From an optimization exercise on the open Yosys and OpenROAD flow, aimed at small area; shortcuts taken in it are not production practice.
Function was checked by simulation only, so behaviour that the tests miss may differ from the original.
Power figures rest on the tool's default switching activity, not on a simulated workload.

## game6
module game6 (
    input wire mode,
    input wire CLK,
    input wire rst,
    input wire [1:0] BTN_LR,
    input wire [9:0] i_x,
    input wire [8:0] i_y,
    input wire i_animate,
    output wire [3:0] VGA_R,
    output wire [3:0] VGA_G,
    output wire [3:0] VGA_B,
    output wire endgame,
    output wire [8:0] score,
    output wire win
    );
For scale: about 840 cells after synthesis, roughly 48 I/O pins, ~6900 um2 of cells after synthesis.
clock: 16.0 ns
lec_check: 0
cap_margin: 0
core_margin: 2
core_utilization: 40
cts_buf_list: sky130_fd_sc_hd__clkbuf_8
gpl_timing_driven: 0
slew_margin: 0
synth_hierarchical: 1
standard.sh (not shown) runs the stock make flow with config.mk's settings and CLKGATE_MAP_FILE= SYNTH_SCRIPT=/design/flow/synth_recipe.tcl, a recipe that flattens the netlist after the stock synthesis.
==> flow/flow/run.sh <==
#!/bin/bash
# Layout flow: the standard layout (standard.sh) with these changes:
#  - the synthesis maps the logic with an area-oriented ABC script
#    (abc_area.script here) in place of ORFS's delay-oriented abc_speed.script;
#  - the synthesis adds no buffers between outputs that carry the same signal
#    (placement still gives every output port a buffer of its own);
#  - placement gives every input and output port a buf_1 buffer;
#  - clock tree synthesis adds no dummy loads to balance the tree's leaves.
# The synthesis is otherwise ORFS's with the standard flow's own script (synth_recipe.tcl),
# so the registers, their names and cells are those of the standard synthesis.
set -euo pipefail
W=$(pwd)
rm -rf "$W/scripts_area"
cp -r "$FLOW_HOME/scripts" "$W/scripts_area"
cp "$W/flow/abc_area.script" "$W/scripts_area/abc_speed.script"
bash "$W/standard.sh" SCRIPTS_DIR="$W/scripts_area" SYNTH_INSBUF=0 synth > "$W/synth.log" 2>&1
bash "$W/standard.sh" "BUFFER_PORTS_ARGS=-buffer_cell sky130_fd_sc_hd__buf_1" \
    "CTS_ARGS=-sink_clustering_enable -repair_clock_nets -buf_list sky130_fd_sc_hd__clkbuf_8 -dont_use_dummy_load" \
    > "$W/layout.log" 2>&1
==> flow/flow/abc_area.script <==
&get -n
&st
&syn2
&dc2
&syn2
&dch -f
&nf -R 1000 -p
&st
&syn2
&dc2
&syn2
&dch -f
&nf -R 1000 -p
&put
buffer -c
topo
stime -c
upsize -c
dnsize -c
The starting point completed without violations.
Rerun with:
==> flow/flow/abc_area.script (replaced) <==
&get -n
&st
&syn2
&dc2
&syn2
&dch -f
&nf -R 1000 -p
&st
&syn2
&dc2
&syn2
&dch -f
&nf -R 1000 -p
&put
topo
What happened: First-iteration DRC count goes down by 5.9%. Hold slack gains 0.014 ns. Total power goes down by 2.4%. Die area goes down by 3.8%. Sequential power goes up by about 3%. Area after synthesis goes down by 4.0%. Maximum frequency goes up by 1.4%. Clock power goes down by about 3%.
Rerun with:
Settings changed: CORE_UTILIZATION 40 to 60, PLACE_DENSITY set to 0.8.
Area after synthesis is unchanged.
Clock power hardly moves.
Cell area goes down by 1.5%.
Power is higher by 2.2%.
Routed wire length rises by 5.5%.
Critical path depth does not change.
Final cell count came out lower by 7.2%.
Sequential share of layout area climbs by 0.37 points.
Rerun with:
==> flow/flow/run.sh (replaced) <==
#!/bin/bash
# Layout flow: the standard layout (standard.sh) with these changes:
#  - the synthesis maps the logic with an area-oriented ABC script
#    (abc_area.script here) in place of ORFS's delay-oriented abc_speed.script;
#  - the synthesis buffers pass-through outputs with buf_1 instead of buf_4;
#  - placement gives every input and output port a buf_1 buffer;
#  - clock tree synthesis adds no dummy loads to balance the tree's leaves.
# The synthesis is otherwise ORFS's with the standard flow's own script (synth_recipe.tcl),
# so the registers, their names and cells are those of the standard synthesis.
set -euo pipefail
W=$(pwd)
rm -rf "$W/scripts_area"
cp -r "$FLOW_HOME/scripts" "$W/scripts_area"
cp "$W/flow/abc_area.script" "$W/scripts_area/abc_speed.script"
bash "$W/standard.sh" SCRIPTS_DIR="$W/scripts_area" "MIN_BUF_CELL_AND_PORTS=sky130_fd_sc_hd__buf_1 A X" synth > "$W/synth.log" 2>&1
bash "$W/standard.sh" "BUFFER_PORTS_ARGS=-buffer_cell sky130_fd_sc_hd__buf_1" \
    "CTS_ARGS=-sink_clustering_enable -repair_clock_nets -buf_list sky130_fd_sc_hd__clkbuf_8 -dont_use_dummy_load" \
    > "$W/layout.log" 2>&1
Settings changed: CORE_UTILIZATION 60 to 40, PLACE_DENSITY 0.8 to not set.
Effect: Hold slack degrades by 0.0032 ns; global-route usage is lower by 15 points; routed wire length drops by about 6%; synthesized area came out higher by about 0.8%; setup slack improves by 0.074 ns; first-iteration DRC count falls by 13%; clock-buffer cell count is unchanged.

what the ideal ports hide:
No port has a modelled driver above. Below, the same layouts with a new extraction and two added sets of constraints.
Step 1, drivers: a clkbuf_16 drives CLK and a buf_2 each remaining input, both assumed.
Step 2 moves the port delays by t, midway between the first and last clock arrival at a register: inputs arrive t later, outputs are due t later. That takes back most of the time a late clock gives input paths.
a / b / c = ideal ports / drivers / drivers and shift; a / b = the first two.
| run | shift t [ns] | setup WS [ns] | worst data-port slew with drivers (ns) |
|---|---|---|---|
| the first run | 0.405 | 7.524 / 7.500 / 7.392 | 0.04 |
| the second run | 0.401 | 7.644 / 7.637 / 7.259 | 0.03 |
| the third run | 0.413 | 7.470 / 7.485 / 7.072 | 0.04 |
| the fourth run | 0.413 | 7.544 / 7.565 / 7.152 | 0.03 |
After both steps setup and hold are still met in every run listed. For the third run, which loses most, drivers alone change the setup slack by +0.015 ns; drivers and shift together by -0.398 ns.
